Background: an optimization exercise with open tools, aiming at small area. Do not read the settings as production practice. Only simulation tests tie the RTL to the original design; equivalence was not proved. Power is estimated from default activity; no workload was simulated.

==> flow/design.v (excerpt) <==
module toplevel (reset, clock, mclk, sclk, lrck, sdin, sdout, test_sdout);
make LEC_CHECK=0 CAP_MARGIN=20 CORE_MARGIN=2 CORE_UTILIZATION=40 CTS_BUF_LIST='sky130_fd_sc_hd__clkbuf_2 sky130_fd_sc_hd__clkbuf_4 sky130_fd_sc_hd__clkbuf_8' SLEW_MARGIN=20 finish   # period 10.0 ns
run.sh (not shown) runs the stock make flow with config.mk's settings and CLKGATE_MAP_FILE= SYNTH_SCRIPT=/design/flow/synth_recipe.tcl, a recipe that flattens the netlist after the stock synthesis.
Edit:
Settings changed: CTS_BUF_LIST sky130_fd_sc_hd__clkbuf_2 sky130_fd_sc_hd__clkbuf_4 sky130_fd_sc_hd__clkbuf_8 to unset.
=> The new run completed with no timing, DRC or antenna violations; clock skew is unchanged; die area is unchanged; power stays the same; worst setup slack stays the same; combinational power is about the same; sequential share of layout area stays the same; wire length is unchanged; global-route usage is unchanged; cell area does not change; fmax does not change.

The RTL this note starts from:
==> flow/design.v <==
module toplevel (reset, clock, mclk, sclk, lrck, sdin, sdout, test_sdout);
input  reset;
input  clock;
input  sdout;
output mclk;
output sclk;
output lrck;
output sdin;
output test_sdout;
reg [8:0] p;
reg       f;
always @(posedge clock) begin
  if (reset == 1'b0) begin
    p <= 9'd0;
    f <= 1'b1;
  end else begin
    p <= p + {8'd0, ~f};
    f <= 1'b0;
  end
end
assign mclk = p[0];
assign sclk = p[2];
assign lrck = p[8];
assign test_sdout = 1'b0;
reg fresh;
always @(posedge clock) begin
  if (reset == 1'b0)
    fresh <= 1'b1;
  else if (p[4])
    fresh <= 1'b0;
end
reg [10:0] r0;
wire ins0 = (p == 9'd323);
always @(posedge clock) r0 <= {r0[9:0], fresh ? 1'b0 : (ins0 ? sdout : r0[10])};
reg [10:0] r1;
wire ins1 = (p == 9'd315);
always @(posedge clock) r1 <= {r1[9:0], fresh ? 1'b0 : (ins1 ? sdout : r1[10])};
reg [10:0] r2;
wire ins2 = (p == 9'd307);
always @(posedge clock) r2 <= {r2[9:0], fresh ? 1'b0 : (ins2 ? sdout : r2[10])};
reg [10:0] r3;
wire ins3 = (p == 9'd299);
always @(posedge clock) r3 <= {r3[9:0], fresh ? 1'b0 : (ins3 ? sdout : r3[10])};
reg [10:0] r4;
wire ins4 = (p == 9'd291);
always @(posedge clock) r4 <= {r4[9:0], fresh ? 1'b0 : (ins4 ? sdout : r4[10])};
reg [10:0] r5;
wire ins5 = (p == 9'd283);
always @(posedge clock) r5 <= {r5[9:0], fresh ? 1'b0 : (ins5 ? sdout : r5[10])};
reg [10:0] r6;
wire ins6 = (p == 9'd275);
always @(posedge clock) r6 <= {r6[9:0], fresh ? 1'b0 : (ins6 ? sdout : r6[10])};
wire [6:0] x = {r6[5], r5[8], r4[0], r3[3], r2[6], r1[9], r0[1]};
reg en, sub, dblm;
always @(*) begin
  en = 1'b0;
  sub = 1'b0;
  dblm = 1'b0;
  case (p)
    9'd128: begin en = 1'b1; end
    9'd129: begin en = 1'b1; end
    9'd134: begin en = 1'b1; end
    9'd135: begin en = 1'b1; end
    9'd143: begin dblm = 1'b1; end
    9'd145: begin en = 1'b1; end
    9'd151: begin en = 1'b1; end
    9'd159: begin dblm = 1'b1; end
    9'd160: begin en = 1'b1; sub = 1'b1; end
    9'd161: begin en = 1'b1; sub = 1'b1; end
    9'd168: begin en = 1'b1; sub = 1'b1; end
    9'd169: begin en = 1'b1; sub = 1'b1; end
    9'd175: begin dblm = 1'b1; end
    9'd177: begin en = 1'b1; sub = 1'b1; end
    9'd180: begin en = 1'b1; sub = 1'b1; end
    9'd182: begin en = 1'b1; sub = 1'b1; end
    9'd185: begin en = 1'b1; sub = 1'b1; end
    9'd191: begin dblm = 1'b1; end
    9'd195: begin en = 1'b1; end
    9'd200: begin en = 1'b1; end
    9'd207: begin dblm = 1'b1; end
    9'd211: begin en = 1'b1; end
    9'd217: begin en = 1'b1; end
    default: ;
  endcase
end
wire txw  = p[8] & (p[7] ? (p[6:3] == 4'd0) : (p[6:3] != 4'd0));
wire dbl  = fresh | dblm | (txw & (p[2:0] == 3'b111));
reg  [15:0] acc;
wire [6:0]  y  = {7{en}} & (x ^ {7{sub}});
wire        sx = en & (x[6] ^ sub);
wire [15:0] bop = {{9{sx}}, y};
wire [16:0] cy;
assign cy[0] = en & sub;
genvar i;
generate
  for (i = 0; i < 16; i = i + 1) begin : add
    assign cy[i+1] = (acc[i] & bop[i]) | (acc[i] & cy[i]) | (bop[i] & cy[i]);
    if (i == 0) begin : lsb
      always @(posedge clock) acc[i] <= dbl ? 1'b0 : acc[i] ^ bop[i] ^ cy[i];
    end else begin : up
      always @(posedge clock) acc[i] <= dbl ? acc[i-1] : acc[i] ^ bop[i] ^ cy[i];
    end
  end
endgenerate
assign sdin = txw & acc[15];
endmodule
clock: 10.0 ns
lec_check: 0
cap_margin: 20
core_margin: 2
core_utilization: 40
slew_margin: 20
standard.sh (not shown) runs the stock make flow with config.mk's settings and CLKGATE_MAP_FILE= SYNTH_SCRIPT=/design/flow/synth_recipe.tcl, a recipe that flattens the netlist after the stock synthesis.
==> flow/flow/run.sh <==
#!/bin/bash
# Standard synthesis, then every combinational cell swapped for the smallest
# cell of its family (the synthesis maps for speed and upsizes freely; the
# resizer upsizes again wherever slew or load needs it), then the standard
# layout steps.
set -euo pipefail
R=orfs/results/${FLOW_PLATFORM}/toplevel/base
LIB=${FLOW_HOME}/platforms/${FLOW_PLATFORM}/lib/sky130_fd_sc_hd__tt_025C_1v80.lib
bash standard.sh synth > synth.log 2>&1
sleep 1
python3 flow/downsize.py "$LIB" "$R/1_2_yosys.v" > downsize.log 2>&1
touch "$R/1_2_yosys.v"
bash standard.sh "CTS_ARGS=-sink_clustering_enable -repair_clock_nets -dont_use_dummy_load -buf_list sky130_fd_sc_hd__clkbuf_16 -sink_clustering_size 52" finish > layout.log 2>&1
==> flow/flow/downsize.py <==
#!/usr/bin/env python3
"""Swap each combinational cell in a Yosys netlist for the smallest cell of the same
function family (same base name and pins), e.g. mux2_4 -> mux2_1.  Flip-flops are
left alone.  Usage: downsize.py LIB NETLIST"""
import re, sys
lib = open(sys.argv[1]).read()
cells = {}
for m in re.finditer(r'\n\s*cell\s*\(\s*"?(\w+)"?\s*\)\s*\{', lib):
    name = m.group(1)
    body = lib[m.end():m.end() + 200000]
    nxt = re.search(r'\n\s*cell\s*\(', body)
    if nxt:
        body = body[:nxt.start()]
    a = re.search(r'area\s*:\s*([\d.]+)', body)
    pins = tuple(sorted(re.findall(r'\bpin\s*\(\s*"?(\w+)"?\s*\)', body)))
    seq = bool(re.search(r'\b(ff|latch|statetable)\s*\(', body))
    dont = bool(re.search(r'dont_use\s*:\s*true', body))
    cells[name] = (float(a.group(1)) if a else 1e9, pins, seq, dont)
DONT = set("""probe_p_8 probec_p_8""".split())
best = {}
for n, (a, pins, seq, dont) in cells.items():
    m = re.match(r'(sky130_fd_sc_hd__\w+?)_(\d+)$', n)
    if not m or seq or dont or 'lpflow' in n:
        continue
    key = (m.group(1), pins)
    if key not in best or a < cells[best[key]][0]:
        best[key] = n
net = open(sys.argv[2]).read()
count = 0
def sub(m):
    global count
    n = m.group(1)
    if n not in cells:
        return m.group(0)
    a, pins, seq, dont = cells[n]
    b = re.match(r'(sky130_fd_sc_hd__\w+?)_(\d+)$', n)
    if seq or not b:
        return m.group(0)
    t = best.get((b.group(1), pins), n)
    if t != n and cells[t][0] < a:
        count += 1
        return m.group(0).replace(n, t)
    return m.group(0)
net = re.sub(r'^\s*(sky130_fd_sc_hd__\w+)\s', sub, net, flags=re.M)
open(sys.argv[2], 'w').write(net)
print("downsized", count, "cells")
Next try:
--- a/flow/flow/run.sh
+++ b/flow/flow/run.sh
@@ -11,3 +11,3 @@
 python3 flow/downsize.py "$LIB" "$R/1_2_yosys.v" > downsize.log 2>&1
 touch "$R/1_2_yosys.v"
-bash standard.sh "CTS_ARGS=-sink_clustering_enable -repair_clock_nets -dont_use_dummy_load -buf_list sky130_fd_sc_hd__clkbuf_16 -sink_clustering_size 52" finish > layout.log 2>&1
+bash standard.sh "CTS_ARGS=-repair_clock_nets -dont_use_dummy_load -buf_list {sky130_fd_sc_hd__clkbuf_4 sky130_fd_sc_hd__clkbuf_8 sky130_fd_sc_hd__clkbuf_16}" finish > layout.log 2>&1
The changed run completed with no timing, DRC or antenna violations.
Clock-buffer cell count stays the same.
Cell area came out lower by 2.8%.
Total power came out lower by 12%.
Next try:
--- a/flow/flow/run.sh
+++ b/flow/flow/run.sh
@@ -11,3 +11,3 @@
 python3 flow/downsize.py "$LIB" "$R/1_2_yosys.v" > downsize.log 2>&1
 touch "$R/1_2_yosys.v"
-bash standard.sh "CTS_ARGS=-repair_clock_nets -dont_use_dummy_load -buf_list {sky130_fd_sc_hd__clkbuf_4 sky130_fd_sc_hd__clkbuf_8 sky130_fd_sc_hd__clkbuf_16}" finish > layout.log 2>&1
+bash standard.sh "CTS_ARGS=-sink_clustering_enable -repair_clock_nets -dont_use_dummy_load -buf_list sky130_fd_sc_hd__clkbuf_16 -sink_clustering_size 35" finish > layout.log 2>&1
Outcome: Non-clock buffer count stays the same. Hold slack gains 0.0055 ns. Register-to-register slack hardly moves. Die area does not change. Count of clock-buffer cells in the layout stays the same. Global-route usage is about the same. Wire length hardly moves.
Next try:
--- a/flow/flow/run.sh
+++ b/flow/flow/run.sh
@@ -11,3 +11,3 @@
 python3 flow/downsize.py "$LIB" "$R/1_2_yosys.v" > downsize.log 2>&1
 touch "$R/1_2_yosys.v"
-bash standard.sh "CTS_ARGS=-sink_clustering_enable -repair_clock_nets -dont_use_dummy_load -buf_list sky130_fd_sc_hd__clkbuf_16 -sink_clustering_size 35" finish > layout.log 2>&1
+bash standard.sh "CTS_ARGS=-sink_clustering_enable -repair_clock_nets -dont_use_dummy_load -buf_list {sky130_fd_sc_hd__clkbuf_4 sky130_fd_sc_hd__clkbuf_8} -sink_clustering_size 10" finish > layout.log 2>&1
What happened: The new run finished with timing, DRC and antenna clean; via count barely changes; die area does not change; wire length is about the same; total power falls by roughly a tenth; non-clock buffer count is unchanged; worst hold slack got worse by 0.0055 ns; area after synthesis does not change; flip-flop and latch count stays the same; global-route usage barely changes; first-iteration DRC count falls by a quarter to a third; worst setup slack got worse by 0.012 ns.

[separate check: timing with driven ports]
The flow's constraints put no driver on any port. The routed layouts listed below were extracted and timed again, unchanged, in two steps. Step 1 (the two cells are an assumption about what drives the block):
set clk [get_ports {clock}]
set_driving_cell -lib_cell sky130_fd_sc_hd__clkbuf_16 $clk
set_driving_cell -lib_cell sky130_fd_sc_hd__buf_2 [delete_from_list [all_inputs] $clk]
Step 2 times the ports against the registers' clock, not the clock port: input delays grow and output delays shrink by t, the midpoint of the rising clock arrivals with the driver on. Slacks: ideal / step 1 / step 2; pairs: ideal / step 1.
run	shift t [ns]	slack for setup (ns)	worst setup path at the end	worst register clock-pin slew, ns	worst slew at a driven data input, ns
the first run of note 1	0.380	1.994 / 1.994 / 1.994	register to register	0.10 / 0.10	0.03
the second run of note 1	0.380	1.994 / 1.994 / 1.994	register to register	0.10 / 0.10	0.03
the first run of note 2	0.359	1.476 / 1.476 / 1.476	register to register	0.07 / 0.07	0.04
the second run of note 2	0.373	1.464 / 1.464 / 1.464	register to register	0.10 / 0.10	0.04
the third run of note 2	0.359	1.476 / 1.476 / 1.476	register to register	0.07 / 0.07	0.04
the fourth run of note 2	0.373	1.464 / 1.464 / 1.464	register to register	0.10 / 0.10	0.04
After both steps setup and hold are still met in every run listed.
